This is an optimization exercise on Yosys and OpenROAD, whose aim is small area, a short achievable clock period and few clock cycles, not a production implementation. In this exercise RTL edits were held to simulation tests only and were not proved equivalent to the original. No activity file was given, so power comes from the tool's default toggle rates.

[design.v]
`timescale 1ns / 1ps
module AddKS #(parameter W = 32) (
    input wire [W-1:0] a,
    input wire [W-1:0] b,
    input wire cin,
    output wire [W-1:0] s
    );
    wire [W-1:0] p0 = a ^ b;
    wire [W-1:0] g0 = a & b;
    reg  [W-1:0] g, p;
    integer i, d;
    always @(*) begin
        g = g0;
        p = p0;
        g[0] = g0[0] | (p0[0] & cin);
        for (d = 1; d < W; d = d * 2)
            for (i = W - 1; i >= d; i = i - 1) begin
                g[i] = g[i] | (p[i] & g[i-d]);
                p[i] = p[i] & p[i-d];
            end
    end
    assign s = p0 ^ {g[W-2:0], cin};
endmodule
module LtTree (
    input wire [31:0] a,
    input wire [31:0] b,
    output wire lt
    );
    reg [31:0] l, e;
    integer i, d;
    always @(*) begin
        l = ~a & b;
        e = ~(a ^ b);
        for (d = 1; d < 32; d = d * 2)
            for (i = 0; i < 32; i = i + 2 * d) begin
                l[i] = l[i+d] | (e[i+d] & l[i]);
                e[i] = e[i+d] & e[i];
            end
    end
    assign lt = l[0];
endmodule
`timescale 1ns / 1ps
module RegisterFile(
    input wire clk,
    input wire rst,
    input wire we,
    input wire [4:0] wa,
    input wire [31:0] wd,
    input wire [4:0] ra1,
    input wire [4:0] ra2,
    output reg [31:0] rd1,
    output reg [31:0] rd2
    );
    reg [31:0] rf [1:31];
    wire [31:0] wdm = rst ? 32'b0 : wd;
    genvar i;
    generate
        for (i = 1; i < 32; i = i + 1) begin : g_reg
            always @(posedge clk)
                if (rst || (we && wa == i)) rf[i] <= wdm;
        end
    endgenerate
    integer k;
    always @(*) begin
        rd1 = 32'b0;
        rd2 = 32'b0;
        for (k = 1; k < 32; k = k + 1) begin
            rd1 = rd1 | ({32{ra1 == k}} & rf[k]);
            rd2 = rd2 | ({32{ra2 == k}} & rf[k]);
        end
    end
endmodule
`timescale 1ns / 1ps
module RV32Core(
    input wire CPU_CLK,
    input wire CPU_RST,
    output wire [31:0] IM_Addr,
    input wire [31:0] IM_RData,
    output wire [31:0] DM_Addr,
    output wire [3:0] DM_WE,
    output wire [31:0] DM_WData,
    input wire [31:0] DM_RData
    );
    wire clk = CPU_CLK;
    wire rst = CPU_RST;
    reg  [31:2] pc_f;            
    reg  [31:2] pc_d;            
    reg         v_d;             
    reg  [31:0] rs1v_e, rs2v_e;  
    reg  [31:0] imm_e;           
    reg  [4:0]  rd_e;
    reg  [31:2] pc_e;
    reg         we_e, ld_e, st_e, jalr_e, jal_e;
    reg         kill_e;          
    reg  [3:0]  fa_e;            
    reg  [3:0]  fb_e;            
    reg  [2:0]  fs_e;            
    reg  [5:0]  fh_e;            
    reg  [7:0]  rs_e;            
    reg  [3:0]  bc_e;            
    reg         sub_e, sgn_e, sra_e;
    reg  [2:0]  f3_e;
    reg  [31:0] res_m, wdat_m;
    reg  [3:0]  dmwe_m;
    reg  [4:0]  rd_m;
    reg         we_m, ld_m;
    reg  [2:0]  f3_m;
    reg  [31:0] res_w;
    reg  [4:0]  rd_w;
    reg         we_w, ld_w;
    reg  [2:0]  f3_w;
    assign IM_Addr  = {pc_f, 2'b00};
    assign DM_Addr  = res_m;
    assign DM_WE    = dmwe_m;
    assign DM_WData = wdat_m;
    wire [15:0] ld_half = res_w[1] ? DM_RData[31:16] : DM_RData[15:0];
    wire [7:0]  ld_byte = res_w[0] ? ld_half[15:8] : ld_half[7:0];
    wire        ld_sgn  = ~f3_w[2] & (f3_w[0] ? ld_half[15] : ld_byte[7]);
    wire [31:0] ld_val  = f3_w[1] ? DM_RData :
                          f3_w[0] ? {{16{ld_sgn}}, ld_half} :
                                    {{24{ld_sgn}}, ld_byte};
    wire [31:0] wb_val  = ld_w ? ld_val : res_w;
    wire [31:0] ins = IM_RData;
    wire [4:0]  op  = ins[6:2];
    wire [4:0]  rd  = ins[11:7];
    wire [4:0]  rs1 = ins[19:15];
    wire [4:0]  rs2 = ins[24:20];
    wire [2:0]  f3  = ins[14:12];
    wire is_jal    =  op[4] &  op[1];
    wire is_jalr   =  op[4] & ~op[1] &  op[0];
    wire is_br     =  op[4] & ~op[0];
    wire is_load   = ~op[4] & ~op[3] & ~op[2];
    wire is_store  = ~op[4] &  op[3] & ~op[2];
    wire is_opimm  = ~op[4] & ~op[3] &  op[2] & ~op[0];
    wire is_auipc  = ~op[4] & ~op[3] &  op[2] &  op[0];
    wire is_op     = ~op[4] &  op[3] &  op[2] & ~op[0];
    wire is_lui    = ~op[4] &  op[3] &  op[2] &  op[0];
    wire use1      = ~op[0] | is_jalr;
    wire use2      =  op[3] & ~op[0];
    wire wr        = ~is_br & ~is_store & (rd != 5'd0);
    wire [31:0] imm_i = {{21{ins[31]}}, ins[30:20]};
    wire [31:0] imm_s = {{21{ins[31]}}, ins[30:25], ins[11:7]};
    wire [31:0] imm_u = {ins[31:12], 12'b0};
    wire [31:0] imm_b = {{20{ins[31]}}, ins[7], ins[30:25], ins[11:8], 1'b0};
    wire [31:0] imm_j = {{12{ins[31]}}, ins[19:12], ins[20], ins[30:21], 1'b0};
    wire [31:0] imm_d = is_store ? imm_s :
                        is_br ? imm_b :
                        is_jal ? imm_j :
                        (is_lui | is_auipc) ? imm_u : imm_i;
    wire [31:0] rf1, rf2;
    RegisterFile RegisterFile1(
        .clk(clk), .rst(rst),
        .we(we_w), .wa(rd_w), .wd(wb_val),
        .ra1(rs1), .ra2(rs2),
        .rd1(rf1), .rd2(rf2)
    );
    wire [31:0] rv1 = (we_w && rd_w == rs1) ? wb_val : rf1;
    wire [31:0] rv2 = (we_w && rd_w == rs2) ? wb_val : rf2;
    wire a_m = we_e & (rd_e == rs1);
    wire a_w = we_m & (rd_m == rs1);
    wire b_m = we_e & (rd_e == rs2);
    wire b_w = we_m & (rd_m == rs2);
    wire [2:0] sel_a = {a_w & ~a_m, a_m, ~a_m & ~a_w};
    wire [2:0] sel_b = {b_w & ~b_m, b_m, ~b_m & ~b_w};
    wire alu_op = is_op | is_opimm;
    wire bimm   = ~is_op & ~is_br;
    wire lu  = (use1 & ((a_m & ld_e) | (~a_m & a_w & ld_m))) |
               (use2 & ((b_m & ld_e) | (~b_m & b_w & ld_m)));
    wire [31:0] alu_a = ({32{fa_e[0]}} & rs1v_e) | ({32{fa_e[1]}} & res_m) |
                        ({32{fa_e[2]}} & res_w)  | ({32{fa_e[3]}} & {pc_e, 2'b00});
    wire [31:0] alu_b = ({32{fb_e[0]}} & rs2v_e) | ({32{fb_e[1]}} & res_m) |
                        ({32{fb_e[2]}} & res_w)  | ({32{fb_e[3]}} & imm_e);
    wire [31:0] st_b  = ({32{fs_e[0]}} & rs2v_e) | ({32{fs_e[1]}} & res_m) |
                        ({32{fs_e[2]}} & res_w);
    function [31:0] rev32(input [31:0] x);
        integer j;
        for (j = 0; j < 32; j = j + 1) rev32[j] = x[31-j];
    endfunction
    wire [31:0] sh_in = ({32{fh_e[0]}} & rs1v_e) | ({32{fh_e[1]}} & res_m) |
                        ({32{fh_e[2]}} & res_w)  |
                        ({32{fh_e[3]}} & rev32(rs1v_e)) | ({32{fh_e[4]}} & rev32(res_m)) |
                        ({32{fh_e[5]}} & rev32(res_w));
    wire [31:0] sum;
    AddKS #(32) AddAlu(.a(alu_a), .b(alu_b ^ {32{sub_e}}), .cin(sub_e), .s(sum));
    wire [31:0] cmp_a = {alu_a[31] ^ sgn_e, alu_a[30:0]};
    wire [31:0] cmp_b = {alu_b[31] ^ sgn_e, alu_b[30:0]};
    wire        lt;
    LtTree Cmp(.a(cmp_a), .b(cmp_b), .lt(lt));
    wire        eq    = (alu_a == alu_b);
    wire [31:0] sh_r  = $signed({sra_e & sh_in[31], sh_in}) >>> alu_b[4:0];
    wire [31:0] res_e = ({32{rs_e[0]}} & sum) |
                        ({32{rs_e[1]}} & sh_r) |
                        ({32{rs_e[2]}} & rev32(sh_r)) |
                        {31'b0, rs_e[3] & lt} |
                        ({32{rs_e[4]}} & (alu_a ^ alu_b)) |
                        ({32{rs_e[5]}} & (alu_a | alu_b)) |
                        ({32{rs_e[6]}} & (alu_a & alu_b)) |
                        ({32{rs_e[7]}} & {pc_d, 2'b00});
    wire [3:0]  bcv     = bc_e & {4{~kill_e}};
    wire        jalv    = jal_e & ~kill_e;
    wire        jalrv   = jalr_e & ~kill_e;
    wire        take_br = (bcv[0] & eq) | (bcv[1] & ~eq) | (bcv[2] & lt) | (bcv[3] & ~lt);
    wire [31:2] tgt_e   = pc_e + imm_e[31:2];
    wire        redir_e = take_br | jalrv | jalv;
    wire [3:0]  st_we = f3_e[1] ? 4'b1111 :
                        f3_e[0] ? (sum[1] ? 4'b1100 : 4'b0011) :
                                  (4'b0001 << sum[1:0]);
    wire [31:0] st_dat = f3_e[1] ? st_b :
                         f3_e[0] ? {2{st_b[15:0]}} : {4{st_b[7:0]}};
    wire replay  = v_d & lu;
    wire issue   = v_d & ~lu;
    wire [31:2] pc_seq = rst    ? 30'b0 :
                         jalrv  ? sum[31:2] :
                         jalv   ? tgt_e :
                         replay ? pc_d : pc_f + 30'd1;
    always @(posedge clk) begin
        pc_f <= take_br ? tgt_e : pc_seq;
        pc_d <= pc_f;
        kill_e <= redir_e;
        v_d  <= ~rst & ~redir_e & ~replay;
        rs1v_e  <= rv1;
        rs2v_e  <= rv2;
        imm_e   <= imm_d;
        rd_e    <= rd;
        we_e    <= ~rst & issue & wr;
        ld_e    <= ~rst & issue & is_load;
        st_e    <= ~rst & issue & is_store;
        jalr_e  <= ~rst & issue & is_jalr;
        jal_e   <= ~rst & issue & is_jal;
        pc_e    <= pc_d;
        bc_e    <= (~rst & issue & is_br) ?
                   {f3[2] & f3[0], f3[2] & ~f3[0], ~f3[2] & f3[0], ~f3[2] & ~f3[0]} : 4'b0000;
        fa_e    <= is_lui ? 4'b0000 : is_auipc ? 4'b1000 : {1'b0, sel_a};
        fb_e    <= bimm ? 4'b1000 : {1'b0, sel_b};
        fs_e    <= sel_b;
        fh_e    <= (f3[2] ? {3'b000, sel_a} : {sel_a, 3'b000});
        rs_e    <= {is_jal | is_jalr,
                    alu_op & f3 == 3'b111,
                    alu_op & f3 == 3'b110,
                    alu_op & f3 == 3'b100,
                    alu_op & f3[2:1] == 2'b01,
                    alu_op & f3 == 3'b001,
                    alu_op & f3 == 3'b101,
                    ~alu_op & ~is_jal & ~is_jalr | alu_op & f3 == 3'b000};
        sub_e   <= is_op & ins[30];
        sgn_e   <= is_br ? ~f3[1] : ~f3[0];
        sra_e   <= ins[30];
        f3_e    <= f3;
        res_m  <= res_e;
        wdat_m <= st_dat;
        dmwe_m <= (~rst & st_e & ~kill_e) ? st_we : 4'b0000;
        rd_m   <= rd_e;
        we_m   <= ~rst & we_e & ~kill_e;
        ld_m   <= ~rst & ld_e & ~kill_e;
        f3_m   <= f3_e;
        res_w  <= res_m;
        rd_w   <= rd_m;
        we_w   <= ~rst & we_m;
        ld_w   <= ld_m;
        f3_w   <= f3_m;
    end
endmodule
[config.mk]
export PLATFORM = sky130hd
export DESIGN_NAME = RV32Core
export DESIGN_NICKNAME = RV32Core
export VERILOG_FILES = /design/flow/design.v
export SDC_FILE = /design/flow/constraint.sdc
export NUM_CORES = 4
export LEC_CHECK = 0
export CAP_MARGIN = 20
export CORE_MARGIN = 2
export CORE_UTILIZATION = 25
export PLACE_DENSITY = 0.5
export SETUP_SLACK_MARGIN = 5
export SLEW_MARGIN = 20
[constraint.sdc]
create_clock -name core_clock -period 10.0 [get_ports {CPU_CLK}]
set_input_delay 2.0000 -clock core_clock [delete_from_list [all_inputs] [get_ports {CPU_CLK}]]
set_output_delay 2.0000 -clock core_clock [all_outputs]
set_load 0.01 [all_outputs]
[standard.sh]
#!/bin/bash
# synth_recipe.tcl (not shown) runs the flow's synth.tcl, then flattens the netlist and writes it again
# the make line also repeats each setting of config.mk as NAME=value (left out here)
make -C /OpenROAD-flow-scripts/flow DESIGN_CONFIG=/design/flow/config.mk WORK_HOME=/design/flow/orfs CLKGATE_MAP_FILE= SYNTH_SCRIPT=/design/flow/synth_recipe.tcl "${@:-finish}"
[flow/run.sh]
#!/bin/bash
# The standard layout (standard.sh: ORFS synthesis to final layout), with
# the port buffers that ORFS inserts made plain buffers (buf_4) instead of the
# delay cell buffer_ports picks by default. Every port still gets a buffer.
set -euo pipefail
bash standard.sh "BUFFER_PORTS_ARGS=-buffer_cell sky130_fd_sc_hd__buf_4" finish > standard_flow.log 2>&1
==> flow_summary.toml, run 1 <==
[setup_path]
crit_top_cell = "buf_4"
reg2reg_depth = 14
crit_path_end_kind = "flop"
start_kind = "input port"
crit_type = "input port to flop"
path_cells = "buf_4 -> nand2b_1 -> nor2_4 -> buf_4 -> a22o_1 -> a221oi_1 -> nand4_1 -> nor3_1 -> a21oi_1"
cp_slowest_cell = "nor3_1"
crit_arrival_ps = 5710
worstPathMaxFanout = 25
cp_slowest_stage_delay_ps = 1020
cp.required_ps = 10610

[layout]
layout-drive-gt1-share_pct = 14.0
fin_util_pct = 29.5
synthToLayoutAreaGrowth_pct = 17.7
stdcell_count = 8802
fillers = 25500
fin_nets = 5552

[route]
avgViaCountPerCell = 6.39
firstDrtPassIters = 10
routedWlPerCell_um = 39.6
dr_total_vias = 56200
route.detailed.drc = 0
antenna_violating_nets_post_route = 0
drt_iter0_markers = 10900
routed_wl_mm = 348

[yosys]
yosys_warnings = 5
avgSynthCellArea_um2 = 12.1
ys_ff_latch = 1345
synth_common_cells = "edfxtp_1, a221oi_1, a22o_1, dfxtp_1, a22oi_1"
syn-cell-area_um2 = 62900
ys.flop_type = "edfxtp_1"
synth_area_leaders = "edfxtp_1, dfxtp_1, a221oi_1"
yosys.cell_count.top_type = "edfxtp_1"
synth-async-reset-ratio_pct = 0
netlist.area_leader.share_pct = 47.3
yosysSeqAreaShare_pct = 58.6
synth-edff-count = 992
syn_inst = 5190
ys_types = 85
synth_top_area_cell = "edfxtp_1"

[pwr]
p_leak_nw = 26.5
fin_total_pwr_w = 0.0171
peakVddDrop_mv = 0.133
p_per_area_nw_per_um2 = 231

[placement]
placed_cells = 8531
dp_hpwl_mm = 217
io_buffers = 161
gp_congestion = 0.989

[status]
outcome = "no timing/DRC/antenna violations"

[sta]
max_slew.worst_pin.slew_ps = 1370
slew_headroom_pct = 7.81
setup_viol = 0
holdWs_ps = 328
finalCritPeriodShare_pct = 51.0
fmax_ghz = 0.196
fin_tns_setup_ps = 0
period_needed_ps = 5100
rsz0062_at_grt = "true"
drv_slew = 0
clock_skew_ps = 40.4
hold_viol_final = 0

[floorplan]
rows = 184
ios = 166
die_w_um = 506
dieArea_um2 = 256000
die_y_um = 506
start_util_pct = 25.1
core_area_um2 = 251000

[grt]
grt_pass1_wl_mm = 458
grt_pass1_vias = 51600
grt_max_degree = 49
grt_use_total_pct = 25.9
antenna_found_initial = 34
overflow = 0

[worst_hold_path]
holdPathStages = 0
hold_class = "flop to flop"

[clock_network]
clock_sinks = 1345
root_buffer = "clkbuf_16"
hold_buffers = 0
worstSkewPairLatency_ps = 830
cts.reportedPaths.clkPinSlew_ps = 60
htree_levels = 4
clk_path_buf_depth = 3
tritoncts = "built"
cts_made_buffers = 139

[run]
maxCapViolCount = 0
==> layout make-up <==
class	instances	area, um2	share of cell area [%]
sequential	1345	36900	49.8
antenna	12	30.0	0.0406
inverter	118	447	0.603
clock inverter	80	887	1.20
multi-input combinational	3346	25000	33.8
timing repair buffer	378	2850	3.85
clock buffer	175	3750	5.06
tap	3348	4190	5.66
==> sequential cells by signal, indices dropped and copies added (netlist names), 5 cells and up <==
signal            count
rd_m                  5
fh_e                  6
pc_d                 30
rd_w                  5
rd_e                  5
rs2v_e               32
imm_e                32
rs_e                  8
rs1v_e               32
res_w                32
pc_e                 30
pc_f                 30
wdat_m               32
res_m                32
RegisterFile1.rf    992
==> kinds of logic (layout without fill, tap and decap cells) <==
| logic type | Yosys count | count (layout) | share of synthesized area, % |
|---|---|---|---|
| DFF | 1345 | 1345 | 58.6 |
| other | 1 | 14 | 0.00596 |
| AOI/OAI and AO/OA | 1937 | 1937 | 23.8 |
| adders and majority gates | 158 | 158 | 3.16 |
| xor gates and xnor gates | 146 | 146 | 2.03 |
| muxes | 112 | 112 | 1.89 |
| and+or+nand+nor | 991 | 991 | 7.47 |
| buffers and inverters | 500 | 751 | 3.03 |
==> metrics by stage <==
stage               setup slack [ps]  cell area [um2]
detailed placement              4370            69200
global route                    4980            74000
global placement                4320            69200
finish                          4900            74000
CTS                             5010            73900
floorplan                       5340            62900
==> power by group <==
| part | internal (W) | switching (W) | total [W] |
|---|---|---|---|
| Combinational | 0.00101 | 0.00242 | 0.00343 |
| Clock | 0.00299 | 0.00242 | 0.00540 |
| Sequential | 0.00719 | 0.00105 | 0.00825 |
==> layer usage <==
layer / track usage (%) / share of wire (%) / up-vias
met5: 0.370 / 0.084 / -
met4: 16.6 / 8.1 / 22
met3: 9.68 / 14 / 1455
met2: 37.9 / 42 / 5400
met1: 32.0 / 36 / 27900
li1: - / - / 21500
==> worst max-delay path, delay by kind of cell <==
family          cells  cell delay (ps)
buf+inv             2              650
compound gates      3              820
simple gates        4             2140
==> path summary, 6_finish.rpt <==
kind                       from           endpoint  slack [ps]
max                IM_RData[21]  rs2v_e[1]$_DFF_P_        4900
min             f3_m[0]$_DFF_P_    f3_w[0]$_DFF_P_         330
max reg2reg  fb_e[0]$_SDFF_PP0_   pc_f[25]$_DFF_P_        5020
min reg2reg     f3_m[0]$_DFF_P_    f3_w[0]$_DFF_P_         330
==> what timing repair did <==
| item | in CTS | in global routing |
|---|---|---|
| resized for setup | 12 | 11 |
| pin swaps | 0 | 1 |
| setup buffers | 1 | 1 |
| endpoints found under the setup margin | 51 | 22 |
==> placed cells by master (no fill, tap or decap), types with 36 or more instances in the layout <==
master	count
a22oi_1	337
o211ai_1	40
nor2_1	191
a21oi_1	223
dfxtp_1	345
xor2_1	86
xnor2_1	57
o21ai_0	151
clkbuf_16	142
a22o_1	418
nor3_1	79
inv_1	112
nor2_4	63
nand4_1	143
nand3_1	90
ha_1	156
a221oi_1	422
edfxtp_1	992
a222oi_1	90
mux2i_1	84
buf_4	370
nand2_1	269
a21o_1	36
Testbench counts, summed over its fixed seeds: cycles 89,076.
==> run 2: changes to the inputs <==
--- a/config.mk
+++ b/config.mk
@@ -8,6 +8,9 @@
 export CAP_MARGIN = 20
 export CORE_MARGIN = 2
 export CORE_UTILIZATION = 25
+export CTS_BUF_LIST = sky130_fd_sc_hd__clkbuf_8
+export CTS_CLUSTER_DIAMETER = 60
+export CTS_CLUSTER_SIZE = 12
 export PLACE_DENSITY = 0.5
 export SETUP_SLACK_MARGIN = 5
 export SLEW_MARGIN = 20
==> run 2 against run 1 <==
  * Still clean
  * Clock power fell by 36%
  * Via count fell by 0.23%
  * Power fell by 11%
==> flow_summary.toml, run 2 <==
[yosys]
synth_area_leaders = "edfxtp_1, dfxtp_1, a221oi_1"
synth_top_area_cell = "edfxtp_1"
synth-async-reset-ratio_pct = 0
netlist.area_leader.share_pct = 47.3
yosys.cell_count.top_type = "edfxtp_1"
synth-edff-count = 992
syn_inst = 5190
yosys_warnings = 5
ys_ff_latch = 1345
syn-cell-area_um2 = 62900
synth_common_cells = "edfxtp_1, a221oi_1, a22o_1, dfxtp_1, a22oi_1"
ys_types = 85
yosysSeqAreaShare_pct = 58.6
avgSynthCellArea_um2 = 12.1
ys.flop_type = "edfxtp_1"

[setup_path]
crit_arrival_ps = 5810
worstPathMaxFanout = 32
reg2reg_depth = 14
cp.required_ps = 10860
rr_endpoint = "pc_f[25]$_DFF_P_"
reg2reg_from = "fb_e[0]$_SDFF_PP0_"
crit_path_end_kind = "flop"
ff2ff_setup_slack_ps = 5050
start_kind = "flop"
crit_type = "flop to flop"

[sta]
fin_tns_setup_ps = 0
drv_slew = 0
setup_viol = 0
hold_viol_final = 0
fmax_ghz = 0.202
period_needed_ps = 4950
max_slew.worst_pin.slew_ps = 1320
clock_skew_ps = 71.4
slew_headroom_pct = 11.5
rsz0062_at_grt = "true"
finalCritPeriodShare_pct = 49.5

[layout]
mostFrequentLayoutCells = "edfxtp_1, a221oi_1, a22o_1"
fillers = 25600
fin_nets = 5550
synthToLayoutAreaGrowth_pct = 13.9
layout-drive-gt1-share_pct = 13.3
layout_commonest_cell = "edfxtp_1"
final_area_um2 = 71700
largest_register_ffs = 992
largest-register = "RegisterFile1.rf"
stdcell_count = 8738

[placement]
gp_congestion = 0.989
dp_hpwl_mm = 217
placed_cells = 8531
io_buffers = 161
dpl_cell_area_um2 = 69200

[worst_hold_path]
hold_class = "flop to flop"
hold_path_end = "f3_w[0]$_DFF_P_"
holdPathStages = 0
hold_start = "f3_m[0]$_DFF_P_"

[clock_network]
root_buffer = "clkbuf_8"
cts_made_buffers = 138
hold_buffers = 0
htree_levels = 4
cts.reportedPaths.clkPinSlew_ps = 90
tritoncts = "built"
clock_sinks = 1345
worstSkewPairLatency_ps = 980
clk_path_buf_depth = 3

[grt]
antenna_found_initial = 38
grt_max_degree = 49
grt_pass1_vias = 51800
grt_pass1_wl_mm = 458
overflow = 0
grt_use_total_pct = 25.9

[pwr]
peakVddDrop_mv = 0.134
p_leak_nw = 25.4
fin_total_pwr_w = 0.0151
p_per_area_nw_per_um2 = 211

[route]
drt_iter0_markers = 11000
routed_wl_mm = 348
route.detailed.drc = 0
avgViaCountPerCell = 6.42
firstDrtPassIters = 13
antenna_violating_nets_post_route = 0
dr_total_vias = 56100
routedWlPerCell_um = 39.9

[floorplan]
dieArea_um2 = 256000
core_area_um2 = 251000
die_w_um = 506
die_y_um = 506
rows = 184
start_util_pct = 25.1
ios = 166

[run]
maxCapViolCount = 0

[status]
outcome = "no timing/DRC/antenna violations"
-- run 2: cell count changes in the layout (fill, tap and decap cells not counted), moves of 11 or more --
| cell | previous run | this run |
|---|---|---|
| clkinv_2 | 29 | 1 |
| clkinv_1 | 21 | 8 |
| clkbuf_8 | 8 | 141 |
| diode_2 | 12 | 23 |
| clkbuf_1 | 26 | 0 |
| clkbuf_16 | 142 | 0 |
-- run 2: layout make-up --
class	count	area, um2	area share, %
Clock inverter	40	352	0.490
Inverter	118	447	0.623
Timing Repair Buffer	377	2840	3.97
Clock buffer	141	1940	2.71
Tap cell	3348	4190	5.84
Sequential cell	1345	36900	51.4
Antenna cell	23	57.6	0.0803
Multi-Input combinational cell	3346	25000	34.9
-- run 2: where the power goes --
group | total [W] | switching [W] | internal, W
Clock | 0.00345 | 0.00210 | 0.00135
Sequential | 0.00823 | 0.00105 | 0.00718
Combinational | 0.00343 | 0.00242 | 0.00101
-- run 2: worst max-delay path by stage --
stage / from / endpoint
5_1_grt: fb_e[2]$_SDFF_PP0_ / pc_f[29]$_DFF_P_
6_report: fb_e[0]$_SDFF_PP0_ / pc_f[25]$_DFF_P_
4_1_cts: fb_e[1]$_SDFF_PP0_ / pc_f[13]$_DFF_P_
3_3_place_gp: fb_e[1]$_SDFF_PP0_ / pc_f[25]$_DFF_P_
3_5_place_dp: fb_e[1]$_SDFF_PP0_ / pc_f[25]$_DFF_P_
2_1_floorplan: rd_w[1]$_DFF_P_ / RegisterFile1.rf[19][0]$_DFFE_PP_
-- run 2: cell families (layout without fill, tap and decap cells) --
family,Yosys count,count (layout),share of synthesized area [%]
AOI/OAI and AO/OA,1937,1937,23.8
DFF,1345,1345,58.6
and+or+nand+nor,991,991,7.47
buffers and inverters,500,676,3.03
adders and majority gates,158,158,3.16
xor gates and xnor gates,146,146,2.03
muxes,112,112,1.89
other,1,25,0.00596
-- run 2: per-stage QoR --
stage | hold WS [ps] | setup WS [ps] | util [%]
after floorplan | 310 | 5340 | -
after global placement | 313 | 4320 | 27.6
after detailed placement | 319 | 4370 | 27.6
after CTS | 330 | 5020 | 28.5
after global routing | 343 | 4990 | 28.6
final | 332 | 5050 | 28.6
-- run 2: worst max-delay path, stage by stage, from the launching register on --
cell and delay (ps):
dfxtp_1 320, buf_6 200, a22oi_1 600, nand2_1 410, ha_1 430, nor2_1 70
and4_1 260, o21a_1 240, a2111o_1 480, o311ai_1 600, and2_1 240, a21o_1 520
a32o_1 260, a31oi_1 40, o2bb2ai_1 180
-- run 2: layer usage --
layer  track usage [%]  share of wire (%)  vias to the layer above
li1                  -                  -                    21400
met1              32.1                 36                    27700
met2              37.5                 41                     5510
met3              9.73                 15                     1449
met4              17.0                8.1                       14
met5              1.00              0.098                        -
-- run 2: repair_timing --
item	CTS	global route
resized for setup	12	11
endpoints found under the setup margin	51	26
pin swaps	0	2
buffers inserted	1	1
==> run 3: changes to the inputs <==
--- a/config.mk
+++ b/config.mk
@@ -7,10 +7,10 @@
 export LEC_CHECK = 0
 export CAP_MARGIN = 20
 export CORE_MARGIN = 2
-export CORE_UTILIZATION = 25
+export CORE_UTILIZATION = 45
 export CTS_BUF_LIST = sky130_fd_sc_hd__clkbuf_8
 export CTS_CLUSTER_DIAMETER = 60
 export CTS_CLUSTER_SIZE = 12
-export PLACE_DENSITY = 0.5
+export PLACE_DENSITY = 0.6
 export SETUP_SLACK_MARGIN = 5
 export SLEW_MARGIN = 20
==> run 3 against run 2 <==
  * Core utilization grew 22 points
  * Clock power grew 5%
  * Sequential power increased by 0.9%
  * Final cell count shrank 17%
  * First-iteration DRC count grew 20%
  * Synthesized cell count is the same
  * Register-to-register slack gained 20 ps
  * Largest power group unchanged
  * Via count rose by 2.0%
  * Critical path depth is 2 higher
  * Area after synthesis stayed put
  * Non-clock buffer count down 38
==> flow_summary.toml, run 3 <==
[route]
firstDrtPassIters = 13
antenna_violating_nets_post_route = 0
route.detailed.drc = 0
routed_wl_mm = 319
routedWlPerCell_um = 43.8
dr_total_vias = 57200
drt_iter0_markers = 13100
avgViaCountPerCell = 7.85

[sta]
holdWs_ps = 331
fmax_ghz = 0.203
fin_tns_setup_ps = 0
slew_headroom_pct = 1.90
hold_viol_final = 0
drv_slew = 0
max_slew.worst_pin.slew_ps = 1470
clock_skew_ps = 90.4
setup_viol = 0
rsz0062_at_grt = "false"
finalCritPeriodShare_pct = 49.3
period_needed_ps = 4930

[yosys]
yosys.cell_count.top_type = "edfxtp_1"
ys_types = 85
ys.flop_type = "edfxtp_1"
netlist.area_leader.share_pct = 47.3
synth_common_cells = "edfxtp_1, a221oi_1, a22o_1, dfxtp_1, a22oi_1"
synth-edff-count = 992
syn_inst = 5190
synth-async-reset-ratio_pct = 0
ys_ff_latch = 1345
yosys_warnings = 5
syn-cell-area_um2 = 62900
synth_top_area_cell = "edfxtp_1"
avgSynthCellArea_um2 = 12.1
synth_area_leaders = "edfxtp_1, dfxtp_1, a221oi_1"
yosysSeqAreaShare_pct = 58.6

[setup_path]
cp.required_ps = 10850
crit_arrival_ps = 5770
path_cells = "buf_6 -> a22oi_1 -> nand2_1 -> clkinvlp_4 -> xnor2_1 -> ha_1 -> and4_1 -> a32oi_1 -> o311ai_1 -> or2_1 -> a21oi_1 -> a21oi_1 -> a41o_1 -> xnor2_2 -> o221ai_1 -> a2bb2oi_1"
start_kind = "flop"
reg2reg_from = "fb_e[1]$_SDFF_PP0_"
crit_buf_inv = 2
crit_path_end_kind = "flop"
crit_start = "fb_e[1]$_SDFF_PP0_"
cp_slowest_cell = "a22oi_1"
worstPathMaxFanout = 32
crit_top_cell = "a21oi_1"
cp_slowest_stage_delay_ps = 510
crit_family = "compound AO/OA/AOI/OAI gates"
crit_type = "flop to flop"

[pwr]
peakVddDrop_mv = 0.116
p_per_area_nw_per_um2 = 217
p_leak_nw = 25.5

[layout]
layout_commonest_cell = "edfxtp_1"
layout-drive-gt1-share_pct = 12.7
final_area_um2 = 69900
mostFrequentLayoutCells = "edfxtp_1, a221oi_1, a22o_1"
synthToLayoutAreaGrowth_pct = 11.1
fin_nets = 5517
largest_register_ffs = 992
largest-register = "RegisterFile1.rf"

[placement]
dpl_cell_area_um2 = 67100
gp_congestion = 1.04
io_buffers = 161
dp_hpwl_mm = 189

[clock_network]
htree_levels = 4
cts.reportedPaths.clkPinSlew_ps = 80
clock_sinks = 1345
root_buffer = "clkbuf_8"
worstSkewPairLatency_ps = 1000
tritoncts = "built"
clk_path_buf_depth = 3
hold_buffers = 0
cts_made_buffers = 141

[grt]
grt.met3_usage_pct = 21.4
grt_max_degree = 57
overflow = 0
grt_use_met1_pct = 54.5
busiest_layer = "met2"
grt_use_total_pct = 43.3
gr-usage-met2_pct = 58.9
grt_pass1_vias = 52400
antenna_found_initial = 20
grt_pass1_wl_mm = 427

[floorplan]
die_y_um = 378
core_area_um2 = 139000
die_w_um = 378
start_util_pct = 45.2
rows = 137
dieArea_um2 = 143000
ios = 166

[status]
outcome = "no timing/DRC/antenna violations"

[worst_hold_path]
hold_start = "f3_e[2]$_DFF_P_"
hold_class = "flop to flop"

[run]
maxCapViolCount = 0
[run 3: cell counts after synthesis]
No cell type changed its count.
[run 3: cell families after synthesis]
family | share of synthesized area [%]
other | 0.00596
muxes | 1.89
adders and majority gates | 3.16
and+or+nand+nor | 7.47
buffers and inverters | 3.03
DFF | 58.6
xor gates and xnor gates | 2.03
AOI/OAI and AO/OA | 23.8
[run 3: metal layers]
metal  part of all wire (%)  wire length (um)
met1                     34            109000
met5                  0.096               306
met3                     19             59200
met4                    8.2             26100
met2                     39            124000
[run 3: final cells by class]
type                    count  area (um2)
diodes                     21        52.6
clock buffers             144        1980
clock inverters            94         644
fillers                 12300       69300
inverters                 118         454
multi-input cells        3346       25000
flip-flops and latches   1345       36900
well taps                1876        2350
repair buffers            339        2580
repair inverters            2        10.0
[run 3: power breakdown]
part	leakage, nW	internal, W	switching [W]
combinational	10.9	0.000997	0.00226
sequential	13.1	0.00718	0.00111
clock	1.52	0.00146	0.00215
[run 3: what timing repair did]
item,CTS,global route
endpoints found under the setup margin,23,28
hold endpoints to repair,0,0
buffers inserted,1,3
pin swaps,0,2
resized for setup,7,18
cloned,2,0
[run 3: through the flow]
step | util, % | power [W] | cells | setup WS [ps]
2_1_floorplan | - | 0.00947 | 5191 | 5340
3_3_place_gp | 48.2 | 0.0113 | 7018 | 4450
3_5_place_dp | 48.2 | 0.0113 | 7018 | 4560
4_1_cts | 50.1 | 0.0148 | 7259 | 4980
5_1_grt | 50.2 | 0.0154 | 7267 | 5020
6_report | 50.2 | 0.0152 | 7285 | 5070
[run 3: worst reg2reg max path, cell delays in order (launching register included)]
cell and delay [ps]:
dfxtp_1 320, buf_6 180, a22oi_1 540, nand2_1 200
clkinvlp_4 300, xnor2_1 110, ha_1 420, and4_1 220
a32oi_1 200, o311ai_1 250, or2_1 330, a21oi_1 400
a21oi_1 310, a41o_1 350, xnor2_2 340, o221ai_1 160
a2bb2oi_1 220
[run 3: path summary, 6_finish.rpt]
path                           end  slack [ps]  cells after the start
hold / removal     f3_m[2]$_DFF_P_         330                      0
setup reg to reg  pc_f[31]$_DFF_P_        5070                     16
hold reg to reg    f3_m[2]$_DFF_P_         330                      0
setup / recovery  pc_f[31]$_DFF_P_        5070                     16
==> run 4: changes to the inputs <==
==> flow/run.sh (replaced) <==
#!/bin/bash
set -euo pipefail
bash standard.sh "BUFFER_PORTS_ARGS=-buffer_cell sky130_fd_sc_hd__buf_4" SETUP_SLACK_MARGIN=5.6 finish > standard_flow.log 2>&1
--- a/config.mk
+++ b/config.mk
@@ -7,10 +7,10 @@
 export LEC_CHECK = 0
 export CAP_MARGIN = 20
 export CORE_MARGIN = 2
-export CORE_UTILIZATION = 45
+export CORE_UTILIZATION = 25
 export CTS_BUF_LIST = sky130_fd_sc_hd__clkbuf_8
 export CTS_CLUSTER_DIAMETER = 60
 export CTS_CLUSTER_SIZE = 12
-export PLACE_DENSITY = 0.6
+export PLACE_DENSITY = 0.5
 export SETUP_SLACK_MARGIN = 5
 export SLEW_MARGIN = 20
==> run 4 against run 3 <==
  * Flip-flop and latch count did not move
  * Hold slack better by 1.4 ps
  * Clock skew is 21 ps lower
  * Clock power decreased by 2%
  * Global-route usage shrank 17 points
  * Routed wire length up 10%
  * Highest routed layer unchanged
  * Core utilization decreased by 21 points
  * Critical endpoint is now rs1v_e[24]$_DFF_P_
  * Still clean
  * Largest cell class unchanged
  * Clock-buffer cell count decreased by 1
==> flow_summary.toml, run 4 <==
[setup_path]
cp.required_ps = 10760
rr_endpoint = "pc_f[17]$_DFF_P_"
crit_arrival_ps = 5330
start_kind = "input port"
reg2reg_from = "fa_e[2]$_SDFF_PP0_"
crit_path_end_kind = "flop"
crit_type = "input port to flop"
reg2reg_depth = 16
ff2ff_setup_slack_ps = 5640
worstPathMaxFanout = 21

[pwr]
combPwrFrac_pct = 23.6
p_seq_share_pct = 53.4
p_sw_share_pct = 37.3
clkPwrFrac_pct = 23.0
peakVddDrop_mv = 0.122
p_switching_w = 0.00575
p_per_area_nw_per_um2 = 213
p_int_w = 0.00968
p_leak_nw = 25.7

[yosys]
ys_ff_latch = 1345
yosys.area_share.adder_pct = 3.16
ys.flop_type = "edfxtp_1"
yosys.area_share.simple_pct = 7.47
ys_types = 85
synth_top_area_cell = "edfxtp_1"
synth_xor_area_share_pct = 2.03
synth_compound_area_share_pct = 23.8
syn_inst = 5190
yosys.cell_count.top_type = "edfxtp_1"
synth-async-reset-ratio_pct = 0
synth-edff-count = 992
synth_top_family_by_area = "compound AO/OA/AOI/OAI gates"
yosysSeqAreaShare_pct = 58.6
netlist.area_leader.share_pct = 47.3
yosys_warnings = 5
avgSynthCellArea_um2 = 12.1
synth_common_cells = "edfxtp_1, a221oi_1, a22o_1, dfxtp_1, a22oi_1"
syn-cell-area_um2 = 62900
synthMuxAreaShare_pct = 1.89
synth_area_leaders = "edfxtp_1, dfxtp_1, a221oi_1"

[grt]
grt_pass1_wl_mm = 463
grt_use_total_pct = 26.2
antenna_found_initial = 42
grt_max_degree = 57
overflow = 0
grt_pass1_vias = 52100

[route]
routed_wl_mm = 351
drt_iter0_markers = 11400
route.detailed.drc = 0
firstDrtPassIters = 10
avgViaCountPerCell = 6.44
routedWlPerCell_um = 40.1
antenna_violating_nets_post_route = 0
dr_total_vias = 56400

[floorplan]
core_area_um2 = 251000
dieArea_um2 = 256000
die_w_um = 506
rows = 184
ios = 166
start_util_pct = 25.1
die_y_um = 506

[layout]
fillers = 25600
layout_commonest_cell = "edfxtp_1"
layout-drive-gt1-share_pct = 14.8
ff_latch_area_um2 = 36900
fin_nets = 5570
largest-register = "RegisterFile1.rf"
mostFrequentLayoutCells = "edfxtp_1, a221oi_1, a22o_1"
largest_register_ffs = 992
fin_util_pct = 28.9
multiInputGateArea_um2 = 25400
synthToLayoutAreaGrowth_pct = 15.1
final_area_um2 = 72400

[clock_network]
cts_made_buffers = 140
root_buffer = "clkbuf_8"
tritoncts = "built"
hold_buffers = 0
htree_levels = 4
worstSkewPairLatency_ps = 990
clk_path_buf_depth = 3
clock_sinks = 1345
cts.reportedPaths.clkPinSlew_ps = 80

[sta]
timing.final.ws_setup_ps = 5430
slew_headroom_pct = 12.3
setup_viol = 0
drv_slew = 0
finalCritPeriodShare_pct = 45.7
max_slew.worst_pin.slew_ps = 1300
period_needed_ps = 4570
fmax_ghz = 0.219
fin_tns_setup_ps = 0
rsz0062_at_grt = "true"
hold_viol_final = 0
holdWs_ps = 333
clock_skew_ps = 69.2

[worst_hold_path]
hold_class = "flop to flop"
hold_path_end = "f3_w[0]$_DFF_P_"
hold_start = "f3_m[0]$_DFF_P_"
holdPathStages = 0

[run]
maxCapViolCount = 0

[status]
outcome = "no timing/DRC/antenna violations"

[placement]
dpl_cell_area_um2 = 69200
io_buffers = 161
dp_hpwl_mm = 214
gp_congestion = 1.02
place_ws_ps = 4490
-- run 4: metal layers --
metal | routed length (um) | share of wire, % | GRT usage (%) | up-vias
met5 | 347 | 0.099 | 0.130 | -
met4 | 28500 | 8.1 | 16.3 | 26
met3 | 51600 | 15 | 10.2 | 1532
met2 | 145000 | 41 | 38.3 | 5538
met1 | 125000 | 36 | 32.2 | 27800
li1 | - | - | - | 21400
-- run 4: worst max-delay path by stage --
stage	to	cells past startpoint	startpoint
floorplan	RegisterFile1.rf[21][0]$_DFFE_PP_	4	CPU_RST
global placement	rs2v_e[16]$_DFF_P_	10	IM_RData[20]
detailed placement	rs2v_e[16]$_DFF_P_	10	IM_RData[20]
CTS	rs1v_e[2]$_DFF_P_	9	IM_RData[15]
global route	pc_f[17]$_DFF_P_	15	fa_e[2]$_SDFF_PP0_
finish	rs1v_e[24]$_DFF_P_	11	IM_RData[16]
-- run 4: critical path, cell delays in order --
cell	delay, ps
buf_4	140
inv_1	100
nand2_1	600
nor2_4	60
buf_4	270
buf_4	380
a22o_1	310
a221oi_1	260
nand4_1	120
nor3_1	970
a21oi_1	70
-- run 4: cell families after synthesis --
kind of cell / count (synthesis)
other: 1
AOI/OAI and AO/OA: 1937
xor gates and xnor gates: 146
DFF: 1345
muxes: 112
buffers and inverters: 500
adders and majority gates: 158
and+or+nand+nor: 991
-- run 4: cell type report --
class / instances / share of cell area [%]
Sequential cell: 1345 / 50.9
Multi-Input combinational cell: 3346 / 35.0
Tap cell: 3348 / 5.78
Timing Repair Buffer: 394 / 4.28
Clock buffer: 143 / 2.72
Inverter: 118 / 0.629
Clock inverter: 50 / 0.620
Antenna cell: 11 / 0.0380
Timing Repair inverter: 1 / 0.00691
-- run 4: what timing repair did --
action	in CTS	in global routing
cloned	1	1
endpoints found under the setup margin	59	39
setup buffers	6	11
gates resized for setup	63	52
pin swaps	5	14
-- run 4: through the flow --
stage               std cells  total power [W]
finish                   8756           0.0154
global route             8747           0.0158
CTS                      8728           0.0151
detailed placement       8528           0.0116
global placement         8526           0.0116
floorplan                5191          0.00947
-- run 4: power groups by stage --
stage	registers [W]	clock network (W)	logic (W)
4_1_cts	0.00815	0.00355	0.00340
5_1_grt	0.00827	0.00375	0.00375
2_1_floorplan	0.00779	0	0.00168
3_3_place_gp	0.00827	0	0.00333
6_report	0.00824	0.00355	0.00363
3_5_place_dp	0.00826	0	0.00333
==> run 5: changes to the inputs <==
==> flow/run.sh (replaced) <==
#!/bin/bash
set -euo pipefail
bash standard.sh "BUFFER_PORTS_ARGS=-buffer_cell sky130_fd_sc_hd__buf_4" SETUP_SLACK_MARGIN=6.3 finish > standard_flow.log 2>&1
==> run 5 against run 4 <==
  * Clock skew rose by 1.7 ps
  * Synthesized cell count did not move
  * Global-route usage rose by 0.72 points
  * Routed wire length rose by 3.2%
  * Sequential power rose by 1%
  * Final area rose by 6.8%
  * Register-to-register slack improved by 430 ps
  * Non-clock buffer count rose by 211
  * Combinational power rose by 16%
  * Via count rose by 2.8%
  * Area after synthesis did not move
  * First-iteration DRC count fell by 1.3%
  * Largest cell class unchanged
  * Largest power group unchanged
==> flow_summary.toml, run 5 <==
[yosys]
syn_inst = 5190
synth_area_leaders = "edfxtp_1, dfxtp_1, a221oi_1"
ys_ff_latch = 1345
netlist.area_leader.share_pct = 47.3
synth-edff-count = 992
synth-async-reset-ratio_pct = 0
yosysSeqAreaShare_pct = 58.6
yosys.cell_count.top_type = "edfxtp_1"
avgSynthCellArea_um2 = 12.1
syn-cell-area_um2 = 62900
ys.flop_type = "edfxtp_1"
synth_common_cells = "edfxtp_1, a221oi_1, a22o_1, dfxtp_1, a22oi_1"
yosys_warnings = 5
ys_types = 85
synth_top_area_cell = "edfxtp_1"

[setup_path]
crit_type = "flop to flop"
rr_endpoint = "pc_f[26]$_DFF_P_"
reg2reg_from = "fa_e[2]$_SDFF_PP0_"
start_kind = "flop"
cp.required_ps = 10860
reg2reg_depth = 19
crit_arrival_ps = 4790
ff2ff_setup_slack_ps = 6070
crit_path_end_kind = "flop"
worstPathMaxFanout = 6

[pwr]
fin_total_pwr_w = 0.0161
p_per_area_nw_per_um2 = 208
p_leak_nw = 27.4
peakVddDrop_mv = 0.113

[route]
route.detailed.drc = 0
avgViaCountPerCell = 6.46
routedWlPerCell_um = 40.4
firstDrtPassIters = 13
antenna_violating_nets_post_route = 0
dr_total_vias = 58000
drt_iter0_markers = 11300
routed_wl_mm = 362

[layout]
layout-drive-gt1-share_pct = 24.1
largest_register_ffs = 992
fin_util_pct = 30.8
mostFrequentLayoutCells = "edfxtp_1, buf_4, a22o_1"
largest-register = "RegisterFile1.rf"
synthToLayoutAreaGrowth_pct = 22.9
fillers = 25200
ff_latch_area_um2 = 37000
multiInputGateArea_um2 = 27500
fin_nets = 5782
layout_commonest_cell = "edfxtp_1"

[worst_hold_path]
hold_path_end = "f3_w[1]$_DFF_P_"
hold_class = "flop to flop"
hold_start = "f3_m[1]$_DFF_P_"
holdPathStages = 0

[sta]
rsz0062_at_grt = "true"
period_needed_ps = 3930
clock_skew_ps = 70.9
setup_viol = 0
finalCritPeriodShare_pct = 39.3
drv_slew = 0
max_slew.worst_pin.slew_ps = 1290
hold_viol_final = 0
fmax_ghz = 0.255
fin_tns_setup_ps = 0
slew_headroom_pct = 14.0

[floorplan]
dieArea_um2 = 256000
ios = 166
die_w_um = 506
die_y_um = 506
core_area_um2 = 251000
rows = 184
start_util_pct = 25.1

[placement]
dp_hpwl_mm = 214
gp_congestion = 0.991
io_buffers = 161

[clock_network]
worstSkewPairLatency_ps = 970
htree_levels = 4
clk_path_buf_depth = 3
tritoncts = "built"
cts.reportedPaths.clkPinSlew_ps = 80
cts_made_buffers = 139
root_buffer = "clkbuf_8"
clock_sinks = 1345

[grt]
grt_pass1_wl_mm = 475
grt_max_degree = 57
grt_pass1_vias = 53900
grt_use_total_pct = 26.9
overflow = 0
antenna_found_initial = 35

[status]
outcome = "no timing/DRC/antenna violations"

[run]
maxCapViolCount = 0
run 5: cell type report:
cell class,count,share of cell area (%)
Clock inverter,50,0.590
Timing Repair Buffer,605,7.38
Clock buffer,144,2.56
Inverter,118,0.647
Antenna cell,13,0.0421
Multi-Input combinational cell,3349,35.6
Sequential cell,1345,47.8
Tap cell,3348,5.41
run 5: cells by family after synthesis:
kind of cell,count (synthesis),synth area share (%)
flops,1345,58.6
buf+inv,500,3.03
compound gates,1937,23.8
fa+ha+maj,158,3.16
mux,112,1.89
simple gates,991,7.47
xor+xnor,146,2.03
other cells,1,0.00596
run 5: worst max-delay path, stage by stage, from the launching register on:
cell and delay [ps]:
dfxtp_4 360, buf_12 140, buf_6 120, buf_6 120, a22oi_2 180, nand2_2 160
ha_4 330, nor4_4 30, buf_4 150, and4_4 200, o21a_1 140, a2111o_1 420
buf_4 160, o311ai_4 340, a31oi_4 180, buf_6 160, nor2_4 230, o221ai_2 160
a21o_1 220, o21ai_2 60
run 5: repair_timing:
item	CTS	global route
hold buffers	0	0
endpoints found under the hold margin	0	0
pin swaps	122	121
gates resized for setup	464	233
buffers inserted	141	97
cloned	13	8
endpoints found under the setup margin	760	499
run 5: worst max-delay path by stage:
| stage | from | endpoint | slack [ps] | cells after the start |
|---|---|---|---|---|
| floorplan | CPU_RST | RegisterFile1.rf[21][0]$_DFFE_PP_ | 5710 | 4 |
| global placement | IM_RData[21] | rs2v_e[2]$_DFF_P_ | 4480 | 9 |
| global route | fa_e[2]$_SDFF_PP0_ | pc_f[26]$_DFF_P_ | 5970 | 18 |
| detailed placement | IM_RData[21] | rs2v_e[2]$_DFF_P_ | 4470 | 9 |
| CTS | fb_e[2]$_SDFF_PP0_ | pc_f[29]$_DFF_P_ | 6080 | 18 |
| finish | fa_e[2]$_SDFF_PP0_ | pc_f[26]$_DFF_P_ | 6070 | 19 |
run 5: where the power goes:
part,switching (W),total (W),internal [W]
Sequential,0.00110,0.00832,0.00721
Combinational,0.00278,0.00422,0.00144
Clock,0.00212,0.00358,0.00145
run 5: metal layers:
layer	up-vias	track usage [%]	wire length, um
met5	-	0.315	487
met4	31	18.4	32100
li1	21900	-	-
met3	1730	12.6	58300
met1	28500	31.9	125000
met2	5849	38.3	147000
run 5: per-stage QoR:
stage / hold slack, ps / setup slack (ps) / cell area [um2] / std cells
after floorplan: 310 / 5710 / 63300 / 5191
after global placement: 313 / 4480 / 69200 / 8503
after detailed placement: 320 / 4470 / 69200 / 8504
after CTS: 333 / 6080 / 75200 / 8852
after global routing: 337 / 5970 / 77300 / 8962
final: 328 / 6070 / 77400 / 8972
==> run 6: changes to the inputs <==
==> flow/run.sh (replaced) <==
#!/bin/bash
set -euo pipefail
bash standard.sh "BUFFER_PORTS_ARGS=-buffer_cell sky130_fd_sc_hd__buf_4" SETUP_SLACK_MARGIN=6 finish > standard_flow.log 2>&1
--- a/config.mk
+++ b/config.mk
@@ -7,10 +7,10 @@
 export LEC_CHECK = 0
 export CAP_MARGIN = 20
 export CORE_MARGIN = 2
-export CORE_UTILIZATION = 25
+export CORE_UTILIZATION = 45
 export CTS_BUF_LIST = sky130_fd_sc_hd__clkbuf_8
 export CTS_CLUSTER_DIAMETER = 60
 export CTS_CLUSTER_SIZE = 12
-export PLACE_DENSITY = 0.5
+export PLACE_DENSITY = 0.6
 export SETUP_SLACK_MARGIN = 5
 export SLEW_MARGIN = 20
==> run 6 against run 5 <==
  * Setup slack lost 410 ps
  * Register-to-register slack lost 180 ps
  * Final area shrank 6.5%
  * Hold slack gained 3.0 ps
  * Die area shrank 44%
  * Flip-flop and latch count is the same
  * Core utilization grew 21 points
  * Routed wire length shrank 9.1%
  * Via count grew 0.27%
  * Area after synthesis is the same
==> flow_summary.toml, run 6 <==
[grt]
grt_max_degree = 53
overflow = 0
antenna_found_initial = 15
grt_pass1_wl_mm = 437
grt_pass1_vias = 53000
grt_use_total_pct = 44.6

[sta]
fmax_ghz = 0.230
drv_slew = 0
setup_viol = 0
clock_skew_ps = 73.0
fin_tns_setup_ps = 0
hold_viol_final = 0
slew_headroom_pct = 9.41
finalCritPeriodShare_pct = 43.4
rsz0062_at_grt = "true"
max_slew.worst_pin.slew_ps = 1320
holdWs_ps = 331
period_needed_ps = 4340

[clock_network]
cts.reportedPaths.clkPinSlew_ps = 100
worstSkewPairLatency_ps = 980
cts_made_buffers = 140
clock_sinks = 1345
htree_levels = 4
tritoncts = "built"
clk_path_buf_depth = 3
root_buffer = "clkbuf_8"

[floorplan]
ios = 166
die_y_um = 378
start_util_pct = 45.2
dieArea_um2 = 143000
core_area_um2 = 139000
die_w_um = 378
rows = 137

[worst_hold_path]
hold_class = "flop to flop"

[layout]
synthToLayoutAreaGrowth_pct = 14.9
final_area_um2 = 72300
stdcell_count = 7389
layout_commonest_cell = "edfxtp_1"
largest_register_ffs = 992
fin_nets = 5609
layout-drive-gt1-share_pct = 17.5
fin_util_pct = 52.0
mostFrequentLayoutCells = "edfxtp_1, a221oi_1, a22o_1"
largest-register = "RegisterFile1.rf"

[yosys]
ys_types = 85
ys.flop_type = "edfxtp_1"
yosysSeqAreaShare_pct = 58.6
yosys_warnings = 5
syn-cell-area_um2 = 62900
synth_area_leaders = "edfxtp_1, dfxtp_1, a221oi_1"
netlist.area_leader.share_pct = 47.3
synth-async-reset-ratio_pct = 0
yosys.cell_count.top_type = "edfxtp_1"
avgSynthCellArea_um2 = 12.1
synth_common_cells = "edfxtp_1, a221oi_1, a22o_1, dfxtp_1, a22oi_1"
synth_top_area_cell = "edfxtp_1"
syn_inst = 5190
synth-edff-count = 992
ys_ff_latch = 1345

[placement]
dpl_cell_area_um2 = 67200
gp_congestion = 0.999
dp_hpwl_mm = 198
io_buffers = 161
placed_cells = 7020

[setup_path]
cp.required_ps = 10800
rr_endpoint = "res_m[25]$_DFF_P_"
crit_arrival_ps = 5140
start_kind = "input port"
ff2ff_setup_slack_ps = 5890
path_cells = "buf_4 -> nand2b_2 -> nor2_4 -> buf_4 -> a22o_1 -> a221oi_1 -> nand4_1 -> nor3_1 -> a21oi_1"
crit_type = "input port to flop"
crit_start = "IM_RData[21]"
crit_top_cell = "buf_4"
reg2reg_from = "fa_e[0]$_SDFF_PP0_"
crit_family = "simple AND/OR/NAND/NOR gates"
crit_buf_inv = 2
worstPathMaxFanout = 24
cp_slowest_cell = "nor2_4"
reg2reg_depth = 15
path_depth = 9
crit_path_end_kind = "flop"
endpoint = "rs2v_e[20]$_DFF_P_"
cp_slowest_stage_delay_ps = 740

[pwr]
p_leak_nw = 26.4
p_switching_w = 0.00571
clkPwrFrac_pct = 23.6
p_int_w = 0.00986
p_seq_share_pct = 53.6
combPwrFrac_pct = 22.7
p_sw_share_pct = 36.7
peakVddDrop_mv = 0.150
p_per_area_nw_per_um2 = 215

[route]
routedWlPerCell_um = 44.6
firstDrtPassIters = 14
dr_total_vias = 58100
routed_wl_mm = 329
drt_iter0_markers = 12600
antenna_violating_nets_post_route = 0
avgViaCountPerCell = 7.87
route.detailed.drc = 0

[status]
outcome = "no timing/DRC/antenna violations"

[run]
maxCapViolCount = 0
==> run 6: cell counts after synthesis <==
No cell type changed its count.
==> run 6: worst min-delay path by stage <==
stage	from	to	slack (ps)	depth (start not counted)
2_1_floorplan	f3_e[2]$_DFF_P_	f3_m[2]$_DFF_P_	310	0
3_3_place_gp	f3_m[1]$_DFF_P_	f3_w[1]$_DFF_P_	310	0
3_5_place_dp	f3_m[2]$_DFF_P_	f3_w[2]$_DFF_P_	310	0
4_1_cts	f3_m[2]$_DFF_P_	f3_w[2]$_DFF_P_	330	0
5_1_grt	f3_m[1]$_DFF_P_	f3_w[1]$_DFF_P_	340	0
6_report	f3_m[2]$_DFF_P_	f3_w[2]$_DFF_P_	330	0
==> run 6: what timing repair did <==
action	CTS	global route
resized for setup	180	113
gates cloned	11	2
buffers inserted	60	25
endpoints found under the setup margin	278	338
endpoints found under the hold margin	0	0
pin swaps	48	33
hold buffers	0	0
==> run 6: worst register-to-register path, stage by stage, from the launching register on <==
cell	delay, ps
dfxtp_4	390
bufbuf_16	310
a22oi_1	400
nand2_1	190
ha_2	360
and4_1	190
a32oi_1	220
o311ai_2	190
o21ai_1	190
or4b_4	530
a31oi_4	320
buf_6	150
o31ai_4	60
xnor2_2	280
nand2_1	100
o211ai_1	140
==> run 6: final cells by class <==
class	instances	area, um2
antenna	18	45.0
timing repair buffer	431	3730
timing repair inverter	1	5.00
inverter	118	467
clock inverter	106	703
multi-input combinational	3348	26100
clock buffer	146	2010
fill	12100	66900
tap	1876	2350
sequential	1345	36900
==> run 6: cell families after synthesis <==
logic type	share of synthesized area, %
AOI/OAI and AO/OA	23.8
xor gates and xnor gates	2.03
adders and majority gates	3.16
buffers and inverters	3.03
DFF	58.6
muxes	1.89
other	0.00596
and+or+nand+nor	7.47
==> run 6: through the flow <==
stage,total power (W),worst slack (ps)
2_1_floorplan,0.00947,5710
3_3_place_gp,0.0114,4230
3_5_place_dp,0.0114,4280
4_1_cts,0.0151,5940
5_1_grt,0.0158,5840
6_report,0.0156,5660
==> run 6: routing by layer <==
| layer | up-vias | wire length, um | global-route usage (%) | share of wire [%] |
|---|---|---|---|---|
| met4 | 20 | 28700 | 28.0 | 8.7 |
| met2 | 6682 | 127000 | 60.3 | 39 |
| met1 | 28000 | 112000 | 56.5 | 34 |
| met3 | 1820 | 61100 | 21.6 | 19 |
| met5 | - | 523 | 1.10 | 0.16 |
| li1 | 21600 | - | - | - |
==> run 6: power groups by stage <==
stage	combinational [W]	sequential, W	clock [W]
detailed placement	0.00307	0.00832	0
global route	0.00364	0.00834	0.00386
finish	0.00354	0.00835	0.00368
floorplan	0.00169	0.00778	0
CTS	0.00324	0.00822	0.00364
global placement	0.00306	0.00832	0
==> run 7: changes to the inputs <==
==> flow/run.sh (replaced) <==
#!/bin/bash
set -euo pipefail
bash standard.sh "BUFFER_PORTS_ARGS=-buffer_cell sky130_fd_sc_hd__buf_4" SETUP_SLACK_MARGIN=6.5 finish > standard_flow.log 2>&1
==> run 7 against run 6 <==
  * Final area up 4.3%
  * Global-route usage up 1.7 points
  * Critical path depth up 10
  * Routed wire length up 3.3%
  * Largest power group unchanged
  * Sequential power about the same
  * Critical endpoint is now pc_f[25]$_DFF_P_
==> flow_summary.toml, run 7 <==
[pwr]
peakVddDrop_mv = 0.144
p_per_area_nw_per_um2 = 215
p_leak_nw = 27.5

[layout]
largest_register_ffs = 992
synthToLayoutAreaGrowth_pct = 19.9
final_area_um2 = 75400
fin_nets = 5743
mostFrequentLayoutCells = "edfxtp_1, a22o_1, a221oi_1"
layout-drive-gt1-share_pct = 23.4
layout_commonest_cell = "edfxtp_1"
largest-register = "RegisterFile1.rf"

[route]
routedWlPerCell_um = 45.3
avgViaCountPerCell = 7.84
firstDrtPassIters = 13
antenna_violating_nets_post_route = 0
drt_iter0_markers = 12200
route.detailed.drc = 0
routed_wl_mm = 340
dr_total_vias = 58900

[clock_network]
hold_buffers = 0
clk_path_buf_depth = 3
root_buffer = "clkbuf_8"
worstSkewPairLatency_ps = 990
cts.reportedPaths.clkPinSlew_ps = 80
clock_sinks = 1345
cts_made_buffers = 139
tritoncts = "built"
htree_levels = 4

[yosys]
yosys_warnings = 5
synth_area_leaders = "edfxtp_1, dfxtp_1, a221oi_1"
synth-edff-count = 992
synth_common_cells = "edfxtp_1, a221oi_1, a22o_1, dfxtp_1, a22oi_1"
avgSynthCellArea_um2 = 12.1
synth-async-reset-ratio_pct = 0
synth_top_area_cell = "edfxtp_1"
ys_types = 85
netlist.area_leader.share_pct = 47.3
yosys.cell_count.top_type = "edfxtp_1"
syn-cell-area_um2 = 62900
ys_ff_latch = 1345
yosysSeqAreaShare_pct = 58.6
ys.flop_type = "edfxtp_1"
syn_inst = 5190

[placement]
dpl_cell_area_um2 = 67400
io_buffers = 161
gp_congestion = 1.04
dp_hpwl_mm = 194

[sta]
rsz0062_at_grt = "true"
finalCritPeriodShare_pct = 41.7
clock_skew_ps = 65.0
period_needed_ps = 4170
hold_viol_final = 0
fin_tns_setup_ps = 0
drv_slew = 0
fmax_ghz = 0.240
setup_viol = 0
slew_headroom_pct = 13.6
max_slew.worst_pin.slew_ps = 1300

[setup_path]
crit_type = "flop to flop"
crit_arrival_ps = 5030
start_kind = "flop"
crit_top_cell = "buf_6"
cp_slowest_cell = "a222oi_1"
reg2reg_from = "fa_e[2]$_SDFF_PP0_"
crit_path_end_kind = "flop"
cp.required_ps = 10860
path_cells = "buf_12 -> a222oi_1 -> inv_1 -> buf_6 -> buf_6 -> ha_4 -> nor2b_1 -> o21a_1 -> o31ai_4 -> a21oi_2 -> a2111o_1 -> buf_6 -> a31oi_4 -> buf_6 -> buf_6 -> buf_6 -> buf_8 -> buf_8 -> o2bb2ai_1"
crit_start = "fa_e[2]$_SDFF_PP0_"
worstPathMaxFanout = 5
ff2ff_setup_slack_ps = 5830
cp_slowest_stage_delay_ps = 600
crit_buf_inv = 10
crit_family = "compound AO/OA/AOI/OAI gates"

[floorplan]
ios = 166
start_util_pct = 45.2
core_area_um2 = 139000
die_w_um = 378
rows = 137
dieArea_um2 = 143000
die_y_um = 378

[grt]
overflow = 0
grt_max_degree = 49
grt_pass1_wl_mm = 451
antenna_found_initial = 17
grt_pass1_vias = 53900
grt_use_total_pct = 46.3

[status]
outcome = "no timing/DRC/antenna violations"

[worst_hold_path]
hold_start = "f3_e[2]$_DFF_P_"
hold_class = "flop to flop"

[run]
maxCapViolCount = 0
-- run 7: stage by stage --
stage | utilization [%] | hold WS, ps | instances | setup WS (ps) | total power, W
2_1_floorplan | - | 310 | 5191 | 5660 | 0.00956
3_3_place_gp | 48.4 | 314 | 6986 | 4710 | 0.0115
3_5_place_dp | 48.4 | 313 | 6991 | 4720 | 0.0115
4_1_cts | 53.4 | 331 | 7448 | 5930 | 0.0156
5_1_grt | 54.2 | 340 | 7499 | 5810 | 0.0164
6_report | 54.2 | 331 | 7510 | 5830 | 0.0162
-- run 7: path summary, 6_finish.rpt --
kind,cells past startpoint,end
worst min-delay path,0,f3_m[2]$_DFF_P_
worst max-delay path,19,pc_f[25]$_DFF_P_
worst min register to register,0,f3_m[2]$_DFF_P_
worst max register to register,19,pc_f[25]$_DFF_P_
-- run 7: area by class of cell --
cell class	instances	area [um2]
flip-flops and latches	1345	37100
well taps	1876	2350
clock inverters	95	581
inverters	118	464
fillers	11800	63800
repair buffers	560	5480
multi-input cells	3355	27400
clock buffers	144	1980
diodes	17	42.5
-- run 7: repair_timing --
item                       in CTS  in global routing
resized for setup             574                154
pin swaps                     131                 68
buffers inserted              196                 40
setup endpoints to repair     765                794
cloned                         22                  2
-- run 7: layer usage --
layer  global-route usage, %  vias up  wire (um)  part of all wire (%)
met3                    23.2     1928      62200                    18
met4                    32.0       29      32600                   9.6
met2                    62.2     6512     131000                    38
li1                        -    21900          -                     -
met1                    57.3    28500     114000                    34
met5                    1.30        -        354                  0.10
-- run 7: logic make-up after synthesis --
family,share of synthesized area (%)
AO/OA/AOI/OAI,23.8
adder cells (fa/ha/maj),3.16
XOR/XNOR,2.03
buffers and inverters,3.03
flip-flops,58.6
other,0.00596
multiplexers,1.89
AND/OR/NAND/NOR,7.47
-- run 7: worst register-to-register path: stages (launching register included) --
cell       delay (ps)
dfxtp_4           360
buf_12            130
a222oi_1          600
inv_1             190
buf_6             160
buf_6             110
ha_4              270
nor2b_1            50
o21a_1            190
o31ai_4           320
a21oi_2           110
a2111o_1          500
buf_6             170
a31oi_4           210
buf_6             130
buf_6              80
buf_6              90
buf_8             120
buf_8             140
o2bb2ai_1         130
-- run 7: report_power, final --
part           total (W)  leakage (nW)  switching [W]  internal (W)
Sequential       0.00836          13.1        0.00114       0.00722
Clock            0.00355          1.54        0.00213       0.00143
Combinational    0.00426          12.8        0.00273       0.00153
Total             0.0162          27.5        0.00600        0.0102

-- what the ideal ports hide --
How much do the figures lean on ideal ports? The routed layouts below were timed once more, with nothing changed but the port constraints.
Step 1 assumes that a clkbuf_16 drives the clock port and a buf_2 every other input.
Step 2 times the ports against the registers' clock, not the clock port: input delays grow and output delays shrink by t, the midpoint of the rising clock arrivals with the driver on.
a / b / c = no drivers / after step 1 / after step 2; a / b = the first two.
| run | t, ns | slack for setup (ns) | worst setup path at the end | slew at the worst register clock pin (ns) |
|---|---|---|---|---|
| run 1 | 0.903 | 4.896 / 4.853 / 3.951 | input to register | 0.08 / 0.08 |
| run 2 | 1.030 | 5.052 / 5.052 / 4.033 | input to register | 0.10 / 0.10 |
| run 3 | 1.039 | 5.073 / 5.073 / 4.117 | input to register | 0.09 / 0.09 |
| run 4 | 1.044 | 5.431 / 5.402 / 4.358 | input to register | 0.10 / 0.10 |
| run 5 | 1.024 | 6.072 / 6.072 / 5.115 | input to register | 0.10 / 0.10 |
| run 6 | 1.022 | 5.661 / 5.714 / 4.691 | input to register | 0.10 / 0.10 |
| run 7 | 1.034 | 5.829 / 5.829 / 5.190 | input to register | 0.10 / 0.10 |
After both steps every run listed still meets setup and hold. For run 4, which loses most, drivers alone change the setup slack by -0.029 ns; drivers and shift together by -1.073 ns.
